From an optimization exercise on the open Yosys and OpenROAD flow, aimed at small area and a short achievable clock period; shortcuts taken in it are not production practice. RTL that was checked went through simulation tests only; none was proved equivalent to the original. For runs 1 and 2, only the layout was checked, not whether the RTL still works. No activity file was given, so power comes from the tool's default toggle rates.

==> flow/design.v (outline; a module is shown in full before it is edited, if it fits) <==
// module MAF_DP: 2372 lines
// module MAF_FA: 4 lines
// module MAF_BENC: 4 lines
// module MAF_HA: 4 lines
// module maf_top: 17 lines
module maf_top (
    input         clk,
    input  [1:0]  func,
    input  [31:0] A,
    input  [31:0] B,
    input  [31:0] C,
    output [63:0] result
);
  // ...
==> flow/flow/run.sh <==
#!/bin/bash
# The standard layout, with the port buffers made of buf_2 cells instead of
# the default choice (a delay buffer). Every port still gets its buffer.
set -euo pipefail
bash standard.sh BUFFER_PORTS_ARGS="-buffer_cell sky130_fd_sc_hd__buf_2" finish > standard_flow.log 2>&1
==> flow/standard.sh <==
#!/bin/bash
# synth_recipe.tcl (not shown) runs the flow's synth.tcl, then flattens the netlist and writes it again
# the make line also repeats each setting of config.mk as NAME=value (left out here)
make -C /OpenROAD-flow-scripts/flow DESIGN_CONFIG=/design/flow/config.mk WORK_HOME=/design/flow/orfs CLKGATE_MAP_FILE= SYNTH_SCRIPT=/design/flow/synth_recipe.tcl "${@:-finish}"
==> flow/config.mk <==
export PLATFORM = sky130hd
export DESIGN_NAME = maf_top
export DESIGN_NICKNAME = maf_top
export VERILOG_FILES = /design/flow/design.v
export SDC_FILE = /design/flow/constraint.sdc
export NUM_CORES = 4
export LEC_CHECK = 0
export CAP_MARGIN = 60
export CORE_MARGIN = 2
export CORE_UTILIZATION = 55
export CTS_BUF_LIST = sky130_fd_sc_hd__clkbuf_4 sky130_fd_sc_hd__clkbuf_8
export PLACE_DENSITY = 0.7
export SLEW_MARGIN = 60
export SYNTH_HIERARCHICAL = 1
==> flow/constraint.sdc <==
create_clock -name core_clock -period 60.0 [get_ports {clk}]
set_input_delay 12.0000 -clock core_clock [delete_from_list [all_inputs] [get_ports {clk}]]
set_output_delay 12.0000 -clock core_clock [all_outputs]
set_load 0.01 [all_outputs]
==> impl_metrics.ini, run 1 <==
[yosys]
synth_area_per_cell_um2 = 10.4
synth_xor_area_share_pct = 19.4
netlist_area_um2 = 26500
synth_top_family_by_area = adder cells
synth_fa_ha_area_share_pct = 43.8
ys_warn_count = 7
synth.area.top_cells = fa_1, xnor2_1, a22oi_1
synth_edf_count = 0

[sta]
max_freq_ghz = 0.0608
rsz0062_at_grt = no
setup_slack_ns = 43.54

[clock_tree]
cts_tree = yes
cts_max_level = 4
numCtsBuffers = 17
path_clk_slew_ns = 0.07

[setup_path]
worstPathRequired_ns = 60.44
cpMostUsedCell = fa_1
crit_end = DP.ry34$_DFF_P_
cp.depth = 13

[pwr]
p_switching_uw = 755
powerSeq_uw = 170

[global_routing]
grt_usage_pct = 36.5
antenna_found_initial = 3

[die]
taps = 615

[final_layout]
final_cell_mix = xnor2_1, fa_1, a22oi_1

[placed_design]
place_inst = 3121
place_congestion = 0.917

[drt]
drtAntennaViolNets = 0

[run_status]
run_status = timing/DRC/antenna clean
==> inputs of run 2 (changes only) <==
--- a/flow/design.v
+++ b/flow/design.v
@@ -6,19 +6,18 @@
     input  [31:0] B,
     input  [31:0] C,
     output [63:0] result
 );
 wire f0 = func[0];
 wire en = func[0] | func[1];
 wire [31:0] M = {B[31:1] & {31{~f0}}, B[0] | f0};
 wire [33:0] ab = {2'b00, A};
-wire one0, two0;
-wire neg0 = ab[1];
-MAF_BENC e0 (.b1(ab[1]), .b0(ab[0]), .bm(1'b0), .one(one0), .two(two0));
+wire one0, two0, neg0;
+MAF_BENCZ e0 (.b1(ab[1]), .b0(ab[0]), .bm(1'b0), .one(one0), .two(two0), .neg(neg0));
 wire [32:0] pp0;
 assign pp0[0] = ((one0 & M[0]) | (two0 & 1'b0)) ^ neg0;
 assign pp0[1] = ((one0 & M[1]) | (two0 & M[0])) ^ neg0;
 assign pp0[2] = ((one0 & M[2]) | (two0 & M[1])) ^ neg0;
 assign pp0[3] = ((one0 & M[3]) | (two0 & M[2])) ^ neg0;
 assign pp0[4] = ((one0 & M[4]) | (two0 & M[3])) ^ neg0;
 assign pp0[5] = ((one0 & M[5]) | (two0 & M[4])) ^ neg0;
 assign pp0[6] = ((one0 & M[6]) | (two0 & M[5])) ^ neg0;
@@ -43,19 +42,18 @@
 assign pp0[25] = ((one0 & M[25]) | (two0 & M[24])) ^ neg0;
 assign pp0[26] = ((one0 & M[26]) | (two0 & M[25])) ^ neg0;
 assign pp0[27] = ((one0 & M[27]) | (two0 & M[26])) ^ neg0;
 assign pp0[28] = ((one0 & M[28]) | (two0 & M[27])) ^ neg0;
 assign pp0[29] = ((one0 & M[29]) | (two0 & M[28])) ^ neg0;
 assign pp0[30] = ((one0 & M[30]) | (two0 & M[29])) ^ neg0;
 assign pp0[31] = ((one0 & M[31]) | (two0 & M[30])) ^ neg0;
 assign pp0[32] = ((one0 & 1'b0) | (two0 & M[31])) ^ neg0;
-wire one1, two1;
-wire neg1 = ab[3];
-MAF_BENC e1 (.b1(ab[3]), .b0(ab[2]), .bm(ab[1]), .one(one1), .two(two1));
+wire one1, two1, neg1;
+MAF_BENCZ e1 (.b1(ab[3]), .b0(ab[2]), .bm(ab[1]), .one(one1), .two(two1), .neg(neg1));
 wire [32:0] pp1;
 assign pp1[0] = ((one1 & M[0]) | (two1 & 1'b0)) ^ neg1;
 assign pp1[1] = ((one1 & M[1]) | (two1 & M[0])) ^ neg1;
 assign pp1[2] = ((one1 & M[2]) | (two1 & M[1])) ^ neg1;
 assign pp1[3] = ((one1 & M[3]) | (two1 & M[2])) ^ neg1;
 assign pp1[4] = ((one1 & M[4]) | (two1 & M[3])) ^ neg1;
 assign pp1[5] = ((one1 & M[5]) | (two1 & M[4])) ^ neg1;
 assign pp1[6] = ((one1 & M[6]) | (two1 & M[5])) ^ neg1;
@@ -80,19 +78,18 @@
 assign pp1[25] = ((one1 & M[25]) | (two1 & M[24])) ^ neg1;
 assign pp1[26] = ((one1 & M[26]) | (two1 & M[25])) ^ neg1;
 assign pp1[27] = ((one1 & M[27]) | (two1 & M[26])) ^ neg1;
 assign pp1[28] = ((one1 & M[28]) | (two1 & M[27])) ^ neg1;
 assign pp1[29] = ((one1 & M[29]) | (two1 & M[28])) ^ neg1;
 assign pp1[30] = ((one1 & M[30]) | (two1 & M[29])) ^ neg1;
 assign pp1[31] = ((one1 & M[31]) | (two1 & M[30])) ^ neg1;
 assign pp1[32] = ((one1 & 1'b0) | (two1 & M[31])) ^ neg1;
-wire one2, two2;
-wire neg2 = ab[5];
-MAF_BENC e2 (.b1(ab[5]), .b0(ab[4]), .bm(ab[3]), .one(one2), .two(two2));
+wire one2, two2, neg2;
+MAF_BENCZ e2 (.b1(ab[5]), .b0(ab[4]), .bm(ab[3]), .one(one2), .two(two2), .neg(neg2));
 wire [32:0] pp2;
 assign pp2[0] = ((one2 & M[0]) | (two2 & 1'b0)) ^ neg2;
 assign pp2[1] = ((one2 & M[1]) | (two2 & M[0])) ^ neg2;
 assign pp2[2] = ((one2 & M[2]) | (two2 & M[1])) ^ neg2;
 assign pp2[3] = ((one2 & M[3]) | (two2 & M[2])) ^ neg2;
 assign pp2[4] = ((one2 & M[4]) | (two2 & M[3])) ^ neg2;
 assign pp2[5] = ((one2 & M[5]) | (two2 & M[4])) ^ neg2;
 assign pp2[6] = ((one2 & M[6]) | (two2 & M[5])) ^ neg2;
@@ -117,19 +114,18 @@
 assign pp2[25] = ((one2 & M[25]) | (two2 & M[24])) ^ neg2;
 assign pp2[26] = ((one2 & M[26]) | (two2 & M[25])) ^ neg2;
 assign pp2[27] = ((one2 & M[27]) | (two2 & M[26])) ^ neg2;
 assign pp2[28] = ((one2 & M[28]) | (two2 & M[27])) ^ neg2;
 assign pp2[29] = ((one2 & M[29]) | (two2 & M[28])) ^ neg2;
 assign pp2[30] = ((one2 & M[30]) | (two2 & M[29])) ^ neg2;
 assign pp2[31] = ((one2 & M[31]) | (two2 & M[30])) ^ neg2;
 assign pp2[32] = ((one2 & 1'b0) | (two2 & M[31])) ^ neg2;
-wire one3, two3;
-wire neg3 = ab[7];
-MAF_BENC e3 (.b1(ab[7]), .b0(ab[6]), .bm(ab[5]), .one(one3), .two(two3));
+wire one3, two3, neg3;
+MAF_BENCZ e3 (.b1(ab[7]), .b0(ab[6]), .bm(ab[5]), .one(one3), .two(two3), .neg(neg3));
 wire [32:0] pp3;
 assign pp3[0] = ((one3 & M[0]) | (two3 & 1'b0)) ^ neg3;
 assign pp3[1] = ((one3 & M[1]) | (two3 & M[0])) ^ neg3;
 assign pp3[2] = ((one3 & M[2]) | (two3 & M[1])) ^ neg3;
 assign pp3[3] = ((one3 & M[3]) | (two3 & M[2])) ^ neg3;
 assign pp3[4] = ((one3 & M[4]) | (two3 & M[3])) ^ neg3;
 assign pp3[5] = ((one3 & M[5]) | (two3 & M[4])) ^ neg3;
 assign pp3[6] = ((one3 & M[6]) | (two3 & M[5])) ^ neg3;
@@ -154,19 +150,18 @@
 assign pp3[25] = ((one3 & M[25]) | (two3 & M[24])) ^ neg3;
 assign pp3[26] = ((one3 & M[26]) | (two3 & M[25])) ^ neg3;
 assign pp3[27] = ((one3 & M[27]) | (two3 & M[26])) ^ neg3;
 assign pp3[28] = ((one3 & M[28]) | (two3 & M[27])) ^ neg3;
 assign pp3[29] = ((one3 & M[29]) | (two3 & M[28])) ^ neg3;
 assign pp3[30] = ((one3 & M[30]) | (two3 & M[29])) ^ neg3;
 assign pp3[31] = ((one3 & M[31]) | (two3 & M[30])) ^ neg3;
 assign pp3[32] = ((one3 & 1'b0) | (two3 & M[31])) ^ neg3;
-wire one4, two4;
-wire neg4 = ab[9];
-MAF_BENC e4 (.b1(ab[9]), .b0(ab[8]), .bm(ab[7]), .one(one4), .two(two4));
+wire one4, two4, neg4;
+MAF_BENCZ e4 (.b1(ab[9]), .b0(ab[8]), .bm(ab[7]), .one(one4), .two(two4), .neg(neg4));
 wire [32:0] pp4;
 assign pp4[0] = ((one4 & M[0]) | (two4 & 1'b0)) ^ neg4;
 assign pp4[1] = ((one4 & M[1]) | (two4 & M[0])) ^ neg4;
 assign pp4[2] = ((one4 & M[2]) | (two4 & M[1])) ^ neg4;
 assign pp4[3] = ((one4 & M[3]) | (two4 & M[2])) ^ neg4;
 assign pp4[4] = ((one4 & M[4]) | (two4 & M[3])) ^ neg4;
 assign pp4[5] = ((one4 & M[5]) | (two4 & M[4])) ^ neg4;
 assign pp4[6] = ((one4 & M[6]) | (two4 & M[5])) ^ neg4;
@@ -191,19 +186,18 @@
 assign pp4[25] = ((one4 & M[25]) | (two4 & M[24])) ^ neg4;
 assign pp4[26] = ((one4 & M[26]) | (two4 & M[25])) ^ neg4;
 assign pp4[27] = ((one4 & M[27]) | (two4 & M[26])) ^ neg4;
 assign pp4[28] = ((one4 & M[28]) | (two4 & M[27])) ^ neg4;
 assign pp4[29] = ((one4 & M[29]) | (two4 & M[28])) ^ neg4;
 assign pp4[30] = ((one4 & M[30]) | (two4 & M[29])) ^ neg4;
 assign pp4[31] = ((one4 & M[31]) | (two4 & M[30])) ^ neg4;
 assign pp4[32] = ((one4 & 1'b0) | (two4 & M[31])) ^ neg4;
-wire one5, two5;
-wire neg5 = ab[11];
-MAF_BENC e5 (.b1(ab[11]), .b0(ab[10]), .bm(ab[9]), .one(one5), .two(two5));
+wire one5, two5, neg5;
+MAF_BENCZ e5 (.b1(ab[11]), .b0(ab[10]), .bm(ab[9]), .one(one5), .two(two5), .neg(neg5));
 wire [32:0] pp5;
 assign pp5[0] = ((one5 & M[0]) | (two5 & 1'b0)) ^ neg5;
 assign pp5[1] = ((one5 & M[1]) | (two5 & M[0])) ^ neg5;
 assign pp5[2] = ((one5 & M[2]) | (two5 & M[1])) ^ neg5;
 assign pp5[3] = ((one5 & M[3]) | (two5 & M[2])) ^ neg5;
 assign pp5[4] = ((one5 & M[4]) | (two5 & M[3])) ^ neg5;
 assign pp5[5] = ((one5 & M[5]) | (two5 & M[4])) ^ neg5;
 assign pp5[6] = ((one5 & M[6]) | (two5 & M[5])) ^ neg5;
@@ -228,19 +222,18 @@
 assign pp5[25] = ((one5 & M[25]) | (two5 & M[24])) ^ neg5;
 assign pp5[26] = ((one5 & M[26]) | (two5 & M[25])) ^ neg5;
 assign pp5[27] = ((one5 & M[27]) | (two5 & M[26])) ^ neg5;
 assign pp5[28] = ((one5 & M[28]) | (two5 & M[27])) ^ neg5;
 assign pp5[29] = ((one5 & M[29]) | (two5 & M[28])) ^ neg5;
 assign pp5[30] = ((one5 & M[30]) | (two5 & M[29])) ^ neg5;
 assign pp5[31] = ((one5 & M[31]) | (two5 & M[30])) ^ neg5;
 assign pp5[32] = ((one5 & 1'b0) | (two5 & M[31])) ^ neg5;
-wire one6, two6;
-wire neg6 = ab[13];
-MAF_BENC e6 (.b1(ab[13]), .b0(ab[12]), .bm(ab[11]), .one(one6), .two(two6));
+wire one6, two6, neg6;
+MAF_BENCZ e6 (.b1(ab[13]), .b0(ab[12]), .bm(ab[11]), .one(one6), .two(two6), .neg(neg6));
 wire [32:0] pp6;
 assign pp6[0] = ((one6 & M[0]) | (two6 & 1'b0)) ^ neg6;
 assign pp6[1] = ((one6 & M[1]) | (two6 & M[0])) ^ neg6;
 assign pp6[2] = ((one6 & M[2]) | (two6 & M[1])) ^ neg6;
 assign pp6[3] = ((one6 & M[3]) | (two6 & M[2])) ^ neg6;
 assign pp6[4] = ((one6 & M[4]) | (two6 & M[3])) ^ neg6;
 assign pp6[5] = ((one6 & M[5]) | (two6 & M[4])) ^ neg6;
 assign pp6[6] = ((one6 & M[6]) | (two6 & M[5])) ^ neg6;
@@ -265,19 +258,18 @@
 assign pp6[25] = ((one6 & M[25]) | (two6 & M[24])) ^ neg6;
 assign pp6[26] = ((one6 & M[26]) | (two6 & M[25])) ^ neg6;
 assign pp6[27] = ((one6 & M[27]) | (two6 & M[26])) ^ neg6;
 assign pp6[28] = ((one6 & M[28]) | (two6 & M[27])) ^ neg6;
 assign pp6[29] = ((one6 & M[29]) | (two6 & M[28])) ^ neg6;
 assign pp6[30] = ((one6 & M[30]) | (two6 & M[29])) ^ neg6;
 assign pp6[31] = ((one6 & M[31]) | (two6 & M[30])) ^ neg6;
 assign pp6[32] = ((one6 & 1'b0) | (two6 & M[31])) ^ neg6;
-wire one7, two7;
-wire neg7 = ab[15];
-MAF_BENC e7 (.b1(ab[15]), .b0(ab[14]), .bm(ab[13]), .one(one7), .two(two7));
+wire one7, two7, neg7;
+MAF_BENCZ e7 (.b1(ab[15]), .b0(ab[14]), .bm(ab[13]), .one(one7), .two(two7), .neg(neg7));
 wire [32:0] pp7;
 assign pp7[0] = ((one7 & M[0]) | (two7 & 1'b0)) ^ neg7;
 assign pp7[1] = ((one7 & M[1]) | (two7 & M[0])) ^ neg7;
 assign pp7[2] = ((one7 & M[2]) | (two7 & M[1])) ^ neg7;
 assign pp7[3] = ((one7 & M[3]) | (two7 & M[2])) ^ neg7;
 assign pp7[4] = ((one7 & M[4]) | (two7 & M[3])) ^ neg7;
 assign pp7[5] = ((one7 & M[5]) | (two7 & M[4])) ^ neg7;
 assign pp7[6] = ((one7 & M[6]) | (two7 & M[5])) ^ neg7;
@@ -302,19 +294,18 @@
 assign pp7[25] = ((one7 & M[25]) | (two7 & M[24])) ^ neg7;
 assign pp7[26] = ((one7 & M[26]) | (two7 & M[25])) ^ neg7;
 assign pp7[27] = ((one7 & M[27]) | (two7 & M[26])) ^ neg7;
 assign pp7[28] = ((one7 & M[28]) | (two7 & M[27])) ^ neg7;
 assign pp7[29] = ((one7 & M[29]) | (two7 & M[28])) ^ neg7;
 assign pp7[30] = ((one7 & M[30]) | (two7 & M[29])) ^ neg7;
 assign pp7[31] = ((one7 & M[31]) | (two7 & M[30])) ^ neg7;
 assign pp7[32] = ((one7 & 1'b0) | (two7 & M[31])) ^ neg7;
-wire one8, two8;
-wire neg8 = ab[17];
-MAF_BENC e8 (.b1(ab[17]), .b0(ab[16]), .bm(ab[15]), .one(one8), .two(two8));
+wire one8, two8, neg8;
+MAF_BENCZ e8 (.b1(ab[17]), .b0(ab[16]), .bm(ab[15]), .one(one8), .two(two8), .neg(neg8));
 wire [32:0] pp8;
 assign pp8[0] = ((one8 & M[0]) | (two8 & 1'b0)) ^ neg8;
 assign pp8[1] = ((one8 & M[1]) | (two8 & M[0])) ^ neg8;
 assign pp8[2] = ((one8 & M[2]) | (two8 & M[1])) ^ neg8;
 assign pp8[3] = ((one8 & M[3]) | (two8 & M[2])) ^ neg8;
 assign pp8[4] = ((one8 & M[4]) | (two8 & M[3])) ^ neg8;
 assign pp8[5] = ((one8 & M[5]) | (two8 & M[4])) ^ neg8;
 assign pp8[6] = ((one8 & M[6]) | (two8 & M[5])) ^ neg8;
@@ -339,19 +330,18 @@
 assign pp8[25] = ((one8 & M[25]) | (two8 & M[24])) ^ neg8;
 assign pp8[26] = ((one8 & M[26]) | (two8 & M[25])) ^ neg8;
 assign pp8[27] = ((one8 & M[27]) | (two8 & M[26])) ^ neg8;
 assign pp8[28] = ((one8 & M[28]) | (two8 & M[27])) ^ neg8;
 assign pp8[29] = ((one8 & M[29]) | (two8 & M[28])) ^ neg8;
 assign pp8[30] = ((one8 & M[30]) | (two8 & M[29])) ^ neg8;
 assign pp8[31] = ((one8 & M[31]) | (two8 & M[30])) ^ neg8;
 assign pp8[32] = ((one8 & 1'b0) | (two8 & M[31])) ^ neg8;
-wire one9, two9;
-wire neg9 = ab[19];
-MAF_BENC e9 (.b1(ab[19]), .b0(ab[18]), .bm(ab[17]), .one(one9), .two(two9));
+wire one9, two9, neg9;
+MAF_BENCZ e9 (.b1(ab[19]), .b0(ab[18]), .bm(ab[17]), .one(one9), .two(two9), .neg(neg9));
 wire [32:0] pp9;
 assign pp9[0] = ((one9 & M[0]) | (two9 & 1'b0)) ^ neg9;
 assign pp9[1] = ((one9 & M[1]) | (two9 & M[0])) ^ neg9;
 assign pp9[2] = ((one9 & M[2]) | (two9 & M[1])) ^ neg9;
 assign pp9[3] = ((one9 & M[3]) | (two9 & M[2])) ^ neg9;
 assign pp9[4] = ((one9 & M[4]) | (two9 & M[3])) ^ neg9;
 assign pp9[5] = ((one9 & M[5]) | (two9 & M[4])) ^ neg9;
 assign pp9[6] = ((one9 & M[6]) | (two9 & M[5])) ^ neg9;
@@ -376,19 +366,18 @@
 assign pp9[25] = ((one9 & M[25]) | (two9 & M[24])) ^ neg9;
 assign pp9[26] = ((one9 & M[26]) | (two9 & M[25])) ^ neg9;
 assign pp9[27] = ((one9 & M[27]) | (two9 & M[26])) ^ neg9;
 assign pp9[28] = ((one9 & M[28]) | (two9 & M[27])) ^ neg9;
 assign pp9[29] = ((one9 & M[29]) | (two9 & M[28])) ^ neg9;
 assign pp9[30] = ((one9 & M[30]) | (two9 & M[29])) ^ neg9;
 assign pp9[31] = ((one9 & M[31]) | (two9 & M[30])) ^ neg9;
 assign pp9[32] = ((one9 & 1'b0) | (two9 & M[31])) ^ neg9;
-wire one10, two10;
-wire neg10 = ab[21];
-MAF_BENC e10 (.b1(ab[21]), .b0(ab[20]), .bm(ab[19]), .one(one10), .two(two10));
+wire one10, two10, neg10;
+MAF_BENCZ e10 (.b1(ab[21]), .b0(ab[20]), .bm(ab[19]), .one(one10), .two(two10), .neg(neg10));
 wire [32:0] pp10;
 assign pp10[0] = ((one10 & M[0]) | (two10 & 1'b0)) ^ neg10;
 assign pp10[1] = ((one10 & M[1]) | (two10 & M[0])) ^ neg10;
 assign pp10[2] = ((one10 & M[2]) | (two10 & M[1])) ^ neg10;
 assign pp10[3] = ((one10 & M[3]) | (two10 & M[2])) ^ neg10;
 assign pp10[4] = ((one10 & M[4]) | (two10 & M[3])) ^ neg10;
 assign pp10[5] = ((one10 & M[5]) | (two10 & M[4])) ^ neg10;
 assign pp10[6] = ((one10 & M[6]) | (two10 & M[5])) ^ neg10;
@@ -413,19 +402,18 @@
 assign pp10[25] = ((one10 & M[25]) | (two10 & M[24])) ^ neg10;
 assign pp10[26] = ((one10 & M[26]) | (two10 & M[25])) ^ neg10;
 assign pp10[27] = ((one10 & M[27]) | (two10 & M[26])) ^ neg10;
 assign pp10[28] = ((one10 & M[28]) | (two10 & M[27])) ^ neg10;
 assign pp10[29] = ((one10 & M[29]) | (two10 & M[28])) ^ neg10;
 assign pp10[30] = ((one10 & M[30]) | (two10 & M[29])) ^ neg10;
 assign pp10[31] = ((one10 & M[31]) | (two10 & M[30])) ^ neg10;
 assign pp10[32] = ((one10 & 1'b0) | (two10 & M[31])) ^ neg10;
-wire one11, two11;
-wire neg11 = ab[23];
-MAF_BENC e11 (.b1(ab[23]), .b0(ab[22]), .bm(ab[21]), .one(one11), .two(two11));
+wire one11, two11, neg11;
+MAF_BENCZ e11 (.b1(ab[23]), .b0(ab[22]), .bm(ab[21]), .one(one11), .two(two11), .neg(neg11));
 wire [32:0] pp11;
 assign pp11[0] = ((one11 & M[0]) | (two11 & 1'b0)) ^ neg11;
 assign pp11[1] = ((one11 & M[1]) | (two11 & M[0])) ^ neg11;
 assign pp11[2] = ((one11 & M[2]) | (two11 & M[1])) ^ neg11;
 assign pp11[3] = ((one11 & M[3]) | (two11 & M[2])) ^ neg11;
 assign pp11[4] = ((one11 & M[4]) | (two11 & M[3])) ^ neg11;
 assign pp11[5] = ((one11 & M[5]) | (two11 & M[4])) ^ neg11;
 assign pp11[6] = ((one11 & M[6]) | (two11 & M[5])) ^ neg11;
@@ -450,19 +438,18 @@
 assign pp11[25] = ((one11 & M[25]) | (two11 & M[24])) ^ neg11;
 assign pp11[26] = ((one11 & M[26]) | (two11 & M[25])) ^ neg11;
 assign pp11[27] = ((one11 & M[27]) | (two11 & M[26])) ^ neg11;
 assign pp11[28] = ((one11 & M[28]) | (two11 & M[27])) ^ neg11;
 assign pp11[29] = ((one11 & M[29]) | (two11 & M[28])) ^ neg11;
 assign pp11[30] = ((one11 & M[30]) | (two11 & M[29])) ^ neg11;
 assign pp11[31] = ((one11 & M[31]) | (two11 & M[30])) ^ neg11;
 assign pp11[32] = ((one11 & 1'b0) | (two11 & M[31])) ^ neg11;
-wire one12, two12;
-wire neg12 = ab[25];
-MAF_BENC e12 (.b1(ab[25]), .b0(ab[24]), .bm(ab[23]), .one(one12), .two(two12));
+wire one12, two12, neg12;
+MAF_BENCZ e12 (.b1(ab[25]), .b0(ab[24]), .bm(ab[23]), .one(one12), .two(two12), .neg(neg12));
 wire [32:0] pp12;
 assign pp12[0] = ((one12 & M[0]) | (two12 & 1'b0)) ^ neg12;
 assign pp12[1] = ((one12 & M[1]) | (two12 & M[0])) ^ neg12;
 assign pp12[2] = ((one12 & M[2]) | (two12 & M[1])) ^ neg12;
 assign pp12[3] = ((one12 & M[3]) | (two12 & M[2])) ^ neg12;
 assign pp12[4] = ((one12 & M[4]) | (two12 & M[3])) ^ neg12;
 assign pp12[5] = ((one12 & M[5]) | (two12 & M[4])) ^ neg12;
 assign pp12[6] = ((one12 & M[6]) | (two12 & M[5])) ^ neg12;
@@ -487,19 +474,18 @@
 assign pp12[25] = ((one12 & M[25]) | (two12 & M[24])) ^ neg12;
 assign pp12[26] = ((one12 & M[26]) | (two12 & M[25])) ^ neg12;
 assign pp12[27] = ((one12 & M[27]) | (two12 & M[26])) ^ neg12;
 assign pp12[28] = ((one12 & M[28]) | (two12 & M[27])) ^ neg12;
 assign pp12[29] = ((one12 & M[29]) | (two12 & M[28])) ^ neg12;
 assign pp12[30] = ((one12 & M[30]) | (two12 & M[29])) ^ neg12;
 assign pp12[31] = ((one12 & M[31]) | (two12 & M[30])) ^ neg12;
 assign pp12[32] = ((one12 & 1'b0) | (two12 & M[31])) ^ neg12;
-wire one13, two13;
-wire neg13 = ab[27];
-MAF_BENC e13 (.b1(ab[27]), .b0(ab[26]), .bm(ab[25]), .one(one13), .two(two13));
+wire one13, two13, neg13;
+MAF_BENCZ e13 (.b1(ab[27]), .b0(ab[26]), .bm(ab[25]), .one(one13), .two(two13), .neg(neg13));
 wire [32:0] pp13;
 assign pp13[0] = ((one13 & M[0]) | (two13 & 1'b0)) ^ neg13;
 assign pp13[1] = ((one13 & M[1]) | (two13 & M[0])) ^ neg13;
 assign pp13[2] = ((one13 & M[2]) | (two13 & M[1])) ^ neg13;
 assign pp13[3] = ((one13 & M[3]) | (two13 & M[2])) ^ neg13;
 assign pp13[4] = ((one13 & M[4]) | (two13 & M[3])) ^ neg13;
 assign pp13[5] = ((one13 & M[5]) | (two13 & M[4])) ^ neg13;
 assign pp13[6] = ((one13 & M[6]) | (two13 & M[5])) ^ neg13;
@@ -524,19 +510,18 @@
 assign pp13[25] = ((one13 & M[25]) | (two13 & M[24])) ^ neg13;
 assign pp13[26] = ((one13 & M[26]) | (two13 & M[25])) ^ neg13;
 assign pp13[27] = ((one13 & M[27]) | (two13 & M[26])) ^ neg13;
 assign pp13[28] = ((one13 & M[28]) | (two13 & M[27])) ^ neg13;
 assign pp13[29] = ((one13 & M[29]) | (two13 & M[28])) ^ neg13;
 assign pp13[30] = ((one13 & M[30]) | (two13 & M[29])) ^ neg13;
 assign pp13[31] = ((one13 & M[31]) | (two13 & M[30])) ^ neg13;
 assign pp13[32] = ((one13 & 1'b0) | (two13 & M[31])) ^ neg13;
-wire one14, two14;
-wire neg14 = ab[29];
-MAF_BENC e14 (.b1(ab[29]), .b0(ab[28]), .bm(ab[27]), .one(one14), .two(two14));
+wire one14, two14, neg14;
+MAF_BENCZ e14 (.b1(ab[29]), .b0(ab[28]), .bm(ab[27]), .one(one14), .two(two14), .neg(neg14));
 wire [32:0] pp14;
 assign pp14[0] = ((one14 & M[0]) | (two14 & 1'b0)) ^ neg14;
 assign pp14[1] = ((one14 & M[1]) | (two14 & M[0])) ^ neg14;
 assign pp14[2] = ((one14 & M[2]) | (two14 & M[1])) ^ neg14;
 assign pp14[3] = ((one14 & M[3]) | (two14 & M[2])) ^ neg14;
 assign pp14[4] = ((one14 & M[4]) | (two14 & M[3])) ^ neg14;
 assign pp14[5] = ((one14 & M[5]) | (two14 & M[4])) ^ neg14;
 assign pp14[6] = ((one14 & M[6]) | (two14 & M[5])) ^ neg14;
@@ -561,19 +546,18 @@
 assign pp14[25] = ((one14 & M[25]) | (two14 & M[24])) ^ neg14;
 assign pp14[26] = ((one14 & M[26]) | (two14 & M[25])) ^ neg14;
 assign pp14[27] = ((one14 & M[27]) | (two14 & M[26])) ^ neg14;
 assign pp14[28] = ((one14 & M[28]) | (two14 & M[27])) ^ neg14;
 assign pp14[29] = ((one14 & M[29]) | (two14 & M[28])) ^ neg14;
 assign pp14[30] = ((one14 & M[30]) | (two14 & M[29])) ^ neg14;
 assign pp14[31] = ((one14 & M[31]) | (two14 & M[30])) ^ neg14;
 assign pp14[32] = ((one14 & 1'b0) | (two14 & M[31])) ^ neg14;
-wire one15, two15;
-wire neg15 = ab[31];
-MAF_BENC e15 (.b1(ab[31]), .b0(ab[30]), .bm(ab[29]), .one(one15), .two(two15));
+wire one15, two15, neg15;
+MAF_BENCZ e15 (.b1(ab[31]), .b0(ab[30]), .bm(ab[29]), .one(one15), .two(two15), .neg(neg15));
 wire [32:0] pp15;
 assign pp15[0] = ((one15 & M[0]) | (two15 & 1'b0)) ^ neg15;
 assign pp15[1] = ((one15 & M[1]) | (two15 & M[0])) ^ neg15;
 assign pp15[2] = ((one15 & M[2]) | (two15 & M[1])) ^ neg15;
 assign pp15[3] = ((one15 & M[3]) | (two15 & M[2])) ^ neg15;
 assign pp15[4] = ((one15 & M[4]) | (two15 & M[3])) ^ neg15;
 assign pp15[5] = ((one15 & M[5]) | (two15 & M[4])) ^ neg15;
 assign pp15[6] = ((one15 & M[6]) | (two15 & M[5])) ^ neg15;
@@ -2374,16 +2358,21 @@
 module MAF_FA (input a, b, c, output s, co);
 assign s = a ^ b ^ c;
 assign co = (a & b) | (a & c) | (b & c);
 endmodule
 module MAF_BENC (input b1, b0, bm, output one, two);
 assign one = b0 ^ bm;
 assign two = (b1 & ~b0 & ~bm) | (~b1 & b0 & bm);
 endmodule
+module MAF_BENCZ (input b1, b0, bm, output one, two, neg);
+assign one = b0 ^ bm;
+assign two = (b1 & ~b0 & ~bm) | (~b1 & b0 & bm);
+assign neg = b1 & ~(b0 & bm);
+endmodule
 module MAF_HA (input a, b, output s, co);
 assign s = a ^ b;
 assign co = a & b;
 endmodule
 `timescale 1ns/1ps
 module maf_top (
     input         clk,
     input  [1:0]  func,
==> impl_metrics.ini, run 2 <==
[die]
die_h_um = 224
core_um2 = 47800
die_w_um = 224
start_util_pct = 55.8
row_count = 80
die_area_um2 = 50300
io-pin-count = 163

[flow_run]
drv_cap = 0

[yosys]
synth.area.top_cells = fa_1, xnor2_1, a22oi_1
synth_seq_area_share_pct = 9.16
netlist_area_um2 = 26700
synth_edf_count = 0
postSynthCellCount = 2570
synth_top_area_cell = fa_1
synth_flop_cell = dfxtp_1
yosysUniqueCellTypes = 56
ys_ff_latch = 122
ys_warn_count = 7
yosys.area.top_type_share_pct = 38.4
synth_common_cells = xnor2_1, fa_1, a22oi_1
synth_most_common_cell = xnor2_1
synth_area_per_cell_um2 = 10.4
async_reset_ff_share_pct = 0

[pwr]
leakage_uw = 0.0107
p_int_uw = 802
p_switching_uw = 797
pwr-share-clk_pct = 5.1
sequentialPowerShare_pct = 10.8
switching_share_pct = 49.8
power_density_nw_per_um2 = 56.2
ir_worst_vdd_v = 0.0000442
combPwrFrac_pct = 84.1

[drt]
met1Wirelength_um = 31100
drcViolationCount = 0
vias = 21500
wl_per_cell_um = 28.2
viasPerCell = 6.80
met3_length_um = 11700
dr.pass1.iters = 7
top_layer_used = met5
drtAntennaViolNets = 0
drt-initial-drc-count = 3085
wl_met2_um = 40200
drt_wl_total_um = 89300

[placed_design]
dp_hpwl_um = 60100
place_inst = 3130
place_congestion = 0.894
port_buffers = 162

[clock_tree]
path_clk_slew_ns = 0.07
cts_tree = yes
postCtsHoldBufs = 0
root_buffer = clkbuf_8
cts_sinks = 122
cts_resized = 0
cts_buffer_depth = 2
post-cts-setup-buffer-count = 0
cts_max_level = 4
numCtsBuffers = 17

[min_path]
worstHoldPathType = input port to register

[setup_path]
worstPathRequired_ns = 48.00
cp_slowest_cell = fa_1
cp-end-kind = output port
cp.arrival_ns = 4.30
cpPeakStageDelay_ns = 0.51
crit_family = compound AO/OA/AOI/OAI gates
path_class = register to output port
cp_cell_sequence = fa_1, a211oi_2, nor3_2, o21bai_2, a2111oi_4, buf_4, o211ai_1, buf_2, a21oi_2, nor3_2, o21ai_1, a21oi_1, xnor2_1, buf_2
path_max_fanout = 4
crit_buf_inv = 3
cp-start-kind = register

[run_status]
run_status = timing/DRC/antenna clean

[final_layout]
final_cell_mix = xnor2_1, fa_1, a22oi_1
drive_gt1_share_pct = 14.5
final.fill_count = 4010
final-instance-count-excl-fill = 3165
synthToLayoutAreaGrowth_pct = 6.73
num-nets-final = 3272
final_common_cell = xnor2_1

[sta]
fin_crit_sh_pct = 27.2
worst_slew_pin_slew_ns = 0.651
hold_viol = 0
rsz0062_at_grt = no
max_freq_ghz = 0.0613
setup_viol = 0
slew_headroom_pct = 56.6
slew_violations = 0
fin_crit_ns = 16.30
finalSetupTns_ns = 0

[global_routing]
grt_usage_pct = 37.0
grt_pass1_wl_um = 139000
grt_max_degree = 36
grt_pass1_vias = 23600
antenna_found_initial = 3
grt_overflow = 0
-- run 2: cell types whose count changed in the layout (fill, tap and decap cells not counted), sizes merged, moves of 3 or more --
cell      change
nor2b        +18
clkinvlp      +3
xor2         -17
clkbuf        -7
nor2          +5
ha           +16
clkinv        +3
a21o          -4
bufinv        -3
-- run 2: worst min-delay path: stages --
cell	delay [ns]
buf_2	0.07
nor2b_1	0.15
ha_1	0.15
ha_1	0.12
-- run 2: routing by layer --
layer,vias up,GRT usage (%)
met3,422,9.76
met2,1756,57.1
li1,8599,-
met4,2,23.3
met5,-,0
met1,10800,46.6
-- run 2: per-stage QoR --
| step | utilization (%) | power [uW] | hold WS, ns | setup WS [ns] | area [um^2] |
|---|---|---|---|---|---|
| after floorplan | - | 1090 | 12.39 | 43.90 | 26700 |
| after global placement | 58.4 | 1480 | 12.40 | 43.42 | 27900 |
| after detailed placement | 58.6 | 1530 | 12.40 | 43.61 | 28000 |
| after CTS | 59.4 | 1620 | 11.91 | 43.73 | 28400 |
| after global routing | 59.5 | 1780 | 11.96 | 43.52 | 28500 |
| final | 59.5 | 1600 | 11.95 | 43.70 | 28500 |
-- run 2: area by class of cell --
cell class	count	area [um^2]	share of cell area, %
inverters	63	236	0.831
multi-input cells	2083	23100	81.0
repair buffers	248	1530	5.39
clock buffers	20	269	0.945
clock inverters	12	146	0.514
well taps	615	769	2.70
flip-flops and latches	122	2440	8.58
diodes	2	5.00	0.0176
-- run 2: per-module statistics from Yosys (local to each module, per instance), a selection --
module	copies in the design	flip-flops and latches	area, um^2	cells inside
MAF_DP	1	122	15300	1941
MAF_FA	506	0	20.0	1
MAF_BENCZ	16	0	41.3	5
MAF_HA	43	0	12.5	1
-- run 2: power groups by stage --
stage / Sequential (uW) / Clock [uW] / Combinational (uW)
6_report: 172 / 81.5 / 1350
5_1_grt: 176 / 86.3 / 1520
4_1_cts: 172 / 83.7 / 1360
3_5_place_dp: 174 / 0 / 1350
3_3_place_gp: 173 / 0 / 1310
2_1_floorplan: 168 / 0 / 926
-- run 2: worst paths after layout --
check | from | cells after the start | to | slack [ns]
worst max-delay path | DP.rx7$_DFF_P_ | 14 | result[63] | 43.70
worst min-delay path | C[0] | 4 | DP.rx0$_DFF_P_ | 11.95
-- run 2: cell families (layout without fill, tap and decap cells) --
| logic type | after synthesis | after routing | synth area share (%) |
|---|---|---|---|
| flops | 122 | 122 | 9.16 |
| other cells | 1 | 5 | 0.0141 |
| compound gates | 599 | 599 | 17.0 |
| fa+ha+maj | 638 | 638 | 44.3 |
| buf+inv | 367 | 343 | 5.26 |
| xor+xnor | 571 | 571 | 18.7 |
| simple gates | 272 | 272 | 5.48 |
==> inputs of run 3 (changes only) <==
--- a/flow/design.v
+++ b/flow/design.v
@@ -2359,10 +2359,6 @@
 assign s = a ^ b ^ c;
 assign co = (a & b) | (a & c) | (b & c);
 endmodule
-module MAF_BENC (input b1, b0, bm, output one, two);
-assign one = b0 ^ bm;
-assign two = (b1 & ~b0 & ~bm) | (~b1 & b0 & bm);
-endmodule
 module MAF_BENCZ (input b1, b0, bm, output one, two, neg);
 assign one = b0 ^ bm;
 assign two = (b1 & ~b0 & ~bm) | (~b1 & b0 & bm);
==> impl_metrics.ini, run 3 <==
[final_layout]
num-nets-final = 3272
final_common_cell = xnor2_1
final.fill_count = 4010
drive_gt1_share_pct = 14.5
synthToLayoutAreaGrowth_pct = 6.73
final_cell_mix = xnor2_1, fa_1, a22oi_1

[global_routing]
grt_pass1_vias = 23600
grt_overflow = 0
grt_usage_pct = 37.0
grt_max_degree = 36
grt_pass1_wl_um = 139000
antenna_found_initial = 3

[die]
die_w_um = 224
die_area_um2 = 50300
start_util_pct = 55.8
die_h_um = 224
core_um2 = 47800
io-pin-count = 163
row_count = 80

[drt]
drtAntennaViolNets = 0
drt_wl_total_um = 89300
vias = 21500
viasPerCell = 6.80
dr.pass1.iters = 7
drt-initial-drc-count = 3085
wl_per_cell_um = 28.2
drcViolationCount = 0

[sta]
hold_viol = 0
setup_slack_ns = 43.70
finalSetupTns_ns = 0
slew_violations = 0
slew_headroom_pct = 56.6
setup_viol = 0
max_freq_ghz = 0.0613
rsz0062_at_grt = no
whs_ns = 11.95
fin_crit_ns = 16.30
worst_slew_pin_slew_ns = 0.651
fin_crit_sh_pct = 27.2

[yosys]
ys_warn_count = 7
synth_common_cells = xnor2_1, fa_1, a22oi_1
async_reset_ff_share_pct = 0
synth_top_area_cell = fa_1
synth_edf_count = 0
synth_flop_cell = dfxtp_1
yosysUniqueCellTypes = 56
netlist_area_um2 = 26700
yosys.area.top_type_share_pct = 38.4
synth_seq_area_share_pct = 9.16
synth_area_per_cell_um2 = 10.4
postSynthCellCount = 2570
synth_most_common_cell = xnor2_1
synth.area.top_cells = fa_1, xnor2_1, a22oi_1
ys_ff_latch = 122

[pwr]
combPwrFrac_pct = 84.1
power_density_nw_per_um2 = 56.2
sequentialPowerShare_pct = 10.8
switching_share_pct = 49.8
p_int_uw = 802
leakage_uw = 0.0107
totalPowerFinal_uw = 1600
ir_worst_vdd_v = 0.0000442
p_switching_uw = 797
pwr-share-clk_pct = 5.1

[placed_design]
dp_hpwl_um = 60100
port_buffers = 162
place_congestion = 0.894
pre_cts_slack_ns = 43.61

[clock_tree]
cts_max_level = 4
cts_sinks = 122
postCtsHoldBufs = 0
post-cts-setup-buffer-count = 0
root_buffer = clkbuf_8
cts_resized = 0
cts_buffer_depth = 2
numCtsBuffers = 17
cts_tree = yes
path_clk_slew_ns = 0.07

[setup_path]
worstPathRequired_ns = 48.00
cp-start-kind = register
cp_cell_sequence = fa_1, a211oi_2, nor3_2, o21bai_2, a2111oi_4, buf_4, o211ai_1, buf_2, a21oi_2, nor3_2, o21ai_1, a21oi_1, xnor2_1, buf_2
cp_slowest_cell = fa_1
cpPeakStageDelay_ns = 0.51
path_class = register to output port
path_max_fanout = 4
cp-end-kind = output port
cp.arrival_ns = 4.30

[run_status]
run_status = timing/DRC/antenna clean

[flow_run]
drv_cap = 0

[min_path]
worstHoldPathType = input port to register
run 3: cell counts in the layout (fill, tap and decap cells not counted):
Identical to the previous run, type by type.
run 3: power groups by stage:
stage | combinational (uW) | sequential, uW | clock [uW]
after CTS | 1360 | 172 | 83.7
after global routing | 1520 | 176 | 86.3
final | 1350 | 172 | 81.5
after detailed placement | 1350 | 174 | 0
after global placement | 1310 | 173 | 0
after floorplan | 926 | 168 | 0
run 3: metrics by stage:
| stage | instances | cell area, um^2 | utilization (%) |
|---|---|---|---|
| final | 3165 | 28500 | 59.5 |
| after global routing | 3165 | 28500 | 59.5 |
| after CTS | 3162 | 28400 | 59.4 |
| after detailed placement | 3130 | 28000 | 58.6 |
| after global placement | 3126 | 27900 | 58.4 |
| after floorplan | 2572 | 26700 | - |
run 3: final timing paths:
path | from | endpoint | slack (ns) | cells after the start
setup / recovery | DP.rx7$_DFF_P_ | result[63] | 43.70 | 14
hold / removal | C[0] | DP.rx0$_DFF_P_ | 11.95 | 4
run 3: metal layers:
metal	track usage [%]	routed length, um	part of all wire (%)
met5	0	13	0.015
met4	23.3	6170	6.9
met3	9.76	11700	13
met2	57.1	40200	45
met1	46.6	31100	35
run 3: cell type report:
type / instances / area, um^2 / share of cell area, %
multi-input cells: 2083 / 23100 / 81.0
flip-flops and latches: 122 / 2440 / 8.58
repair buffers: 248 / 1530 / 5.39
well taps: 615 / 769 / 2.70
clock buffers: 20 / 269 / 0.945
inverters: 63 / 236 / 0.831
clock inverters: 12 / 146 / 0.514
diodes: 2 / 5.00 / 0.0176
run 3: per-module statistics from Yosys (local to each module, per instance), a selection:
| module | copies in the design | area, um^2 | cells | flops+latches |
|---|---|---|---|---|
| MAF_FA | 506 | 20.0 | 1 | 0 |
| MAF_BENCZ | 16 | 41.3 | 5 | 0 |
| MAF_HA | 43 | 12.5 | 1 | 0 |
| MAF_DP | 1 | 15300 | 1941 | 122 |
run 3: critical path, delay by kind of cell, from the launching register on:
kind	cells	cell delay (ns)
AOI/OAI and AO/OA	7	1.72
buffers and inverters	3	0.64
adders and majority gates	1	0.51
and+or+nand+nor	2	0.34
DFF	1	0.32
xor gates and xnor gates	1	0.17
run 3: logic make-up after synthesis:
family          Yosys count  share of synthesized area, %
compound gates          599                          17.0
simple gates            272                          5.48
other cells               1                        0.0141
flops                   122                          9.16
buf+inv                 367                          5.26
xor+xnor                571                          18.7
fa+ha+maj               638                          44.3

## port drivers added, routing unchanged
The flow's constraints put no driver on any port. The routed layouts listed below were extracted and timed again, unchanged, in two steps.
Step 1 assumes that a clkbuf_16 drives the clock port and a buf_2 every other input.
Step 2 adds t to the input delays and takes it off the output delays; t is the mean of the earliest and latest rising clock arrival at the registers after step 1. Input paths then give back, and output paths get back, about the clock's delay inside the block.
Slacks: ideal ports / drivers / drivers and shift; pairs: ideal ports / drivers.
run	t (ns)	setup slack, ns	worst setup path after step 2	latest minus earliest clock arrival (ns)	cell pins on the clock port's net
run 1	0.619	43.541 / 43.571 / 42.952	input to register	0.015 / 0.015	1
run 2	0.620	43.699 / 43.645 / 43.574	input to register	0.014 / 0.014	1
run 3	0.620	43.699 / 43.645 / 43.574	input to register	0.014 / 0.014	1
After both steps setup and hold are still met in every run listed. For run 1, which loses most, drivers alone change the setup slack by +0.030 ns; drivers and shift together by -0.589 ns.
